This design comes from an exercise in tuning for small area on the open sky130 flow, not from production work. Only simulation tests tie the RTL to the original design; equivalence was not proved. No driver is modelled on the clock port, so clock power and skew are understated where the tree is cut down; a real chip needs a root buffer or a tree. No activity file was given, so power comes from the tool's default toggle rates.

oak:
Design counter, start of the top module:
module counter(
        input reset,
        input pause,
        input lap,
        input lap1,
        input lap2,
        input lap3,
        input clk_50M,
        output [6:0] seven_seg,
        output [3:0] an,
        output led0,
        output led1,
        output led2,
        output led3,
        output led4,
        output led5,
        output led6,
        output led7,
        output dp
    );
For scale: roughly 270 cells after synthesis, roughly 84 flip-flops, roughly 27 I/O pins, ~3400 sq um of cells after synthesis.
==> flow/config.mk <==
export PLATFORM = sky130hd
export DESIGN_NAME = counter
export DESIGN_NICKNAME = counter
export VERILOG_FILES = /design/flow/design.v
export SDC_FILE = /design/flow/constraint.sdc
export NUM_CORES = 4
export LEC_CHECK = 0
export ABC_AREA = 1
export CAP_MARGIN = 20
export CORE_MARGIN = 2
export CORE_UTILIZATION = 70
export PLACE_DENSITY = 0.8
export SLEW_MARGIN = 20
==> flow/constraint.sdc <==
create_clock -name core_clock -period 10.0 [get_ports {clk_50M}]
set_input_delay 2.0000 -clock core_clock [delete_from_list [all_inputs] [get_ports {clk_50M}]]
set_output_delay 2.0000 -clock core_clock [all_outputs]
set_load 0.01 [all_outputs]
standard.sh (not shown) runs the stock make flow with config.mk's settings and CLKGATE_MAP_FILE= SYNTH_SCRIPT=/design/flow/synth_recipe.tcl, a recipe that flattens the netlist after the stock synthesis.
==> flow/flow/run.sh <==
#!/bin/bash
# Layout flow: the standard ORFS flow (standard.sh), with
#  - an area-only ABC mapping script for synthesis and no half-adder
#    extraction (registers are untouched by both),
#  - the smallest buffer for the port buffers,
#  - a small two-level clock tree (flow/cts.tcl: ORFS's cts.tcl with
#    clock_tree_synthesis replaced by a root buffer and 4 leaf buffers,
#    each driving one cluster of registers).
# Each tool's output goes to a log file of its own in the work folder.
set -euo pipefail
cd "$(dirname "$0")/.."
WORK=$PWD
S=$WORK/scripts_custom

# ORFS scripts folder identical to the original except for two files
mkdir -p "$S"
for f in "$FLOW_HOME"/scripts/*; do
    ln -sf "$f" "$S/"
done
rm -f "$S/abc_area.script" "$S/cts.tcl"
cp "$WORK/flow/abc_area.script" "$S/abc_area.script"
cp "$WORK/flow/cts.tcl" "$S/cts.tcl"

bash standard.sh synth SCRIPTS_DIR="$S" ABC_AREA=1 ADDER_MAP_FILE= \
    > "$WORK/synth.log" 2>&1
bash standard.sh finish SCRIPTS_DIR="$S" \
    BUFFER_PORTS_ARGS="-buffer_cell sky130_fd_sc_hd__buf_1" \
    MANUAL_CTS_LEAVES=4 \
    MANUAL_CTS_LEAF=sky130_fd_sc_hd__clkbuf_8 \
    MANUAL_CTS_ROOT=sky130_fd_sc_hd__clkbuf_4 \
    > "$WORK/layout.log" 2>&1
==> flow/flow/cts.tcl <==
utl::set_metrics_stage "cts__{}"
source $::env(SCRIPTS_DIR)/load.tcl
source $::env(SCRIPTS_DIR)/lec_check.tcl
erase_non_stage_variables cts
load_design 3_place.odb 3_place.sdc
source_step_tcl PRE CTS

# Clone clock tree inverters next to register loads
# so cts does not try to buffer the inverted clocks.
repair_clock_inverters

proc save_progress { stage } {
  puts "Run 'make gui_$stage.odb' to load progress snapshot"
  orfs_write_db $::env(RESULTS_DIR)/$stage.odb
  orfs_write_sdc $::env(RESULTS_DIR)/$stage.sdc
}

# Manual clock tree: one root buffer on the clock port driving N leaf
# buffers, each driving one cluster of registers (k-means on location).
proc manual_cts {nleaf leafcell rootcell} {
  set db [ord::get_db]
  set block [ord::get_db_block]
  set clknet [$block findNet clk_50M]
  set sinks {}
  foreach it [$clknet getITerms] {
    lappend sinks $it
  }
  set n [llength $sinks]
  set xs {}; set ys {}
  foreach it $sinks {
    set inst [$it getInst]
    set bb [$inst getBBox]
    lappend xs [expr {([$bb xMin] + [$bb xMax]) / 2.0}]
    lappend ys [expr {([$bb yMin] + [$bb yMax]) / 2.0}]
  }
  # k-means, seeded by sorting on x+y
  set order [lsort -real -indices [lmap x $xs y $ys {expr {$x + 0.7 * $y}}]]
  set cx {}; set cy {}
  for {set k 0} {$k < $nleaf} {incr k} {
    set i [lindex $order [expr {int(($k + 0.5) * $n / $nleaf)}]]
    lappend cx [lindex $xs $i]; lappend cy [lindex $ys $i]
  }
  set cap [expr {int(ceil(double($n) / $nleaf)) + 2}]
  for {set iter 0} {$iter < 30} {incr iter} {
    # balanced assignment: greedy by distance with a cap per cluster
    set pairs {}
    for {set i 0} {$i < $n} {incr i} {
      for {set k 0} {$k < $nleaf} {incr k} {
        set d [expr {abs([lindex $xs $i] - [lindex $cx $k]) + abs([lindex $ys $i] - [lindex $cy $k])}]
        lappend pairs [list $d $i $k]
      }
    }
    set pairs [lsort -real -index 0 $pairs]
    set asg [lrepeat $n -1]
    set cnt [lrepeat $nleaf 0]
    foreach p $pairs {
      lassign $p d i k
      if {[lindex $asg $i] >= 0} continue
      if {[lindex $cnt $k] >= $cap} continue
      lset asg $i $k
      lset cnt $k [expr {[lindex $cnt $k] + 1}]
    }
    set sx [lrepeat $nleaf 0.0]; set sy [lrepeat $nleaf 0.0]
    for {set i 0} {$i < $n} {incr i} {
      set k [lindex $asg $i]
      lset sx $k [expr {[lindex $sx $k] + [lindex $xs $i]}]
      lset sy $k [expr {[lindex $sy $k] + [lindex $ys $i]}]
    }
    for {set k 0} {$k < $nleaf} {incr k} {
      if {[lindex $cnt $k] > 0} {
        lset cx $k [expr {[lindex $sx $k] / [lindex $cnt $k]}]
        lset cy $k [expr {[lindex $sy $k] / [lindex $cnt $k]}]
      }
    }
  }
  puts "manual_cts: $n sinks, cluster sizes $cnt"
  set lmaster [$db findMaster $leafcell]
  set rmaster [$db findMaster $rootcell]
  # root
  set rnet [odb::dbNet_create $block clknet_root]
  $rnet setSigType CLOCK
  set root [odb::dbInst_create $block $rmaster clkbuf_root]
  set ax 0.0; set ay 0.0
  foreach x $cx y $cy { set ax [expr {$ax + $x}]; set ay [expr {$ay + $y}] }
  set ax [expr {int($ax / $nleaf)}]; set ay [expr {int($ay / $nleaf)}]
  $root setLocation $ax $ay
  $root setPlacementStatus PLACED
  [$root findITerm A] connect $clknet
  [$root findITerm X] connect $rnet
  # leaves
  set nets {}
  for {set k 0} {$k < $nleaf} {incr k} {
    set net [odb::dbNet_create $block clknet_leaf_$k]
    $net setSigType CLOCK
    set b [odb::dbInst_create $block $lmaster clkbuf_leaf_$k]
    $b setLocation [expr {int([lindex $cx $k])}] [expr {int([lindex $cy $k])}]
    $b setPlacementStatus PLACED
    [$b findITerm A] connect $rnet
    [$b findITerm X] connect $net
    lappend nets $net
  }
  for {set i 0} {$i < $n} {incr i} {
    set it [lindex $sinks $i]
    $it disconnect
    $it connect [lindex $nets [lindex $asg $i]]
  }
  $clknet setSigType CLOCK
}

# Clock tree: a root buffer on the clock port and a few leaf buffers, each
# driving one cluster of registers (instead of clock_tree_synthesis).
set_dont_use $::env(DONT_USE_CELLS)
log_cmd manual_cts $::env(MANUAL_CTS_LEAVES) $::env(MANUAL_CTS_LEAF) $::env(MANUAL_CTS_ROOT)
set_propagated_clock [all_clocks]


utl::push_metrics_stage "cts__{}__pre_repair_timing"
log_cmd estimate_parasitics -placement
if { $::env(DETAILED_METRICS) } {
  report_metrics 4 "cts pre-repair-timing"
}
utl::pop_metrics_stage

set_placement_padding -global \
  -left $::env(CELL_PAD_IN_SITES_DETAIL_PLACEMENT) \
  -right $::env(CELL_PAD_IN_SITES_DETAIL_PLACEMENT)

set result [catch { detailed_placement } msg]
if { $result != 0 } {
  save_progress 4_1_error
  error "Detailed placement failed in CTS: $msg"
}

log_cmd estimate_parasitics -placement

if { $::env(CTS_SNAPSHOTS) } {
  save_progress 4_1_pre_repair_hold_setup
}

if { !$::env(SKIP_CTS_REPAIR_TIMING) } {
  if { $::env(EQUIVALENCE_CHECK) } {
    write_eqy_verilog 4_before_rsz.v
  }
  if { $::env(LEC_CHECK) } {
    write_lec_verilog 4_before_rsz_lec.v
  }

  repair_timing_helper

  if { $::env(EQUIVALENCE_CHECK) } {
    run_equivalence_test
  }
  if { $::env(LEC_CHECK) } {
    write_lec_verilog 4_after_rsz_lec.v
    run_lec_test 4_rsz 4_before_rsz_lec.v 4_after_rsz_lec.v
  }

  set result [catch { detailed_placement } msg]
  if { $result != 0 } {
    save_progress 4_1_error
    error "Detailed placement failed in CTS: $msg"
  }

  check_placement -verbose
}

report_metrics 4 "cts final"

source_step_tcl POST CTS

orfs_write_db $::env(RESULTS_DIR)/4_1_cts.odb
orfs_write_sdc $::env(RESULTS_DIR)/4_cts.sdc
Other scripts of this flow, unchanged in this note and not shown: flow/flow/abc_area.script
What pine does differently from oak at the input level:
# oak
export LEC_CHECK = 0
export ABC_AREA = 1
export CAP_MARGIN = 20
export CORE_MARGIN = 2
export CORE_UTILIZATION = 70
export PLACE_DENSITY = 0.8
export SLEW_MARGIN = 20
create_clock -name core_clock -period 10.0 [get_ports {clk_50M}]
# pine
export LEC_CHECK = 0
export ABC_AREA = 1
export CAP_MARGIN = 0
export CORE_MARGIN = 2
export CORE_UTILIZATION = 40
export SLEW_MARGIN = 0
create_clock -name core_clock -period 10.0 [get_ports {clk_50M}]
--- a/flow/flow/run.sh
+++ b/flow/flow/run.sh
@@ -7 +7 @@
-#    clock_tree_synthesis replaced by a root buffer and 4 leaf buffers,
+#    clock_tree_synthesis replaced by a root buffer and 5 leaf buffers,
@@ -28 +28 @@
-    MANUAL_CTS_LEAVES=4 \
+    MANUAL_CTS_LEAVES=5 \
[summary]
- Diff oak -> pine: clock group share of total power grew by 2.2 points, die area now larger, time the final worst path needs with I/O delays and setup now smaller.
- Reported for oak and pine, total global routing overflow turned out identical to the last digit.
- Sum of internal, switching and leakage power delta (pine − oak): unfavourable
- Re share of cell area taken by flip-flops and latches: oak was higher than pine.
- Relative to oak, the placer's final routability congestion estimate measured on pine has decreased by more than 10%.
- NOTE: power density over cell area in pine exceeds that of oak
- Looking at final wirelength across both flows, pine is the stronger of the two, with oak trailing.
- Setup WNS oak -> pine: better
--- input diff pine..birch ---
# pine
export LEC_CHECK = 0
export ABC_AREA = 1
export CAP_MARGIN = 0
export CORE_MARGIN = 2
export CORE_UTILIZATION = 40
export SLEW_MARGIN = 0
create_clock -name core_clock -period 10.0 [get_ports {clk_50M}]
# birch
export LEC_CHECK = 0
export ABC_AREA = 1
export CAP_MARGIN = 20
export CORE_MARGIN = 2
export CORE_UTILIZATION = 70
export PLACE_DENSITY = 0.8
export SLEW_MARGIN = 20
create_clock -name core_clock -period 10.0 [get_ports {clk_50M}]
--- outcome ---
- Against pine as the reference, birch delivers a higher placer's final routability congestion estimate.
- Taking pine as the reference, in birch net switching component of the power has decreased; worst slack after detailed placement has increased; routed wire length has increased.
The inputs of maple differ from those of birch as listed below.
# birch
export LEC_CHECK = 0
export ABC_AREA = 1
export CAP_MARGIN = 20
export CORE_MARGIN = 2
export CORE_UTILIZATION = 70
export PLACE_DENSITY = 0.8
export SLEW_MARGIN = 20
create_clock -name core_clock -period 10.0 [get_ports {clk_50M}]
# maple
export LEC_CHECK = 0
export ABC_AREA = 1
export CAP_MARGIN = 20
export CORE_MARGIN = 2
export CORE_UTILIZATION = 40
export SLEW_MARGIN = 20
create_clock -name core_clock -period 10.0 [get_ports {clk_50M}]
Results
Reported for maple and birch, max-slew violation total from the final report turned out identical to the last digit. maple against birch: met2 routed wirelength went down by 370 microns, number of iterations in the first detailed-routing pass higher, clock transition at the registers of the reported paths now sits at about the same level. The number of standard cells in the layout, taps in and fillers out number comes out lower for birch vs maple. Compared maple vs birch, and wire length of the first global-routing pass is up in maple. Of maple and birch, the run reporting the lower worst hold slack was maple. maple ended up with a higher layout overhead on the synthesized area than birch did. The run with more routed wire is birch, not maple. Min die extent in x across maple and birch: birch.
In every run of this note, the design's own scripts or RTL, not TritonCTS, make the clock network.

## afterwards: timing with drivers on the ports
How much do the figures lean on ideal ports? The routed layouts below were timed once more, with nothing changed but the port constraints.
Step 1 assumes that a clkbuf_16 drives the clock port and a buf_2 every other input.
Step 2 moves the port delays by t, midway between the first and last clock arrival at a register: inputs arrive t later, outputs are due t later. That takes back most of the time a late clock gives input paths.
a / b / c = ideal / step 1 / step 2; a / b = the first two.
run | shift t [ns] | slack for setup (ns) | worst slew at a driven data input, ns
oak | 0.401 | 3.218 / 3.193 / 3.193 | 0.04
pine | 0.420 | 3.230 / 3.208 / 3.208 | 0.03
birch | 0.415 | 3.254 / 3.229 / 3.229 | 0.04
maple | 0.420 | 3.230 / 3.208 / 3.208 | 0.03
After both steps setup and hold are still met in every run listed.
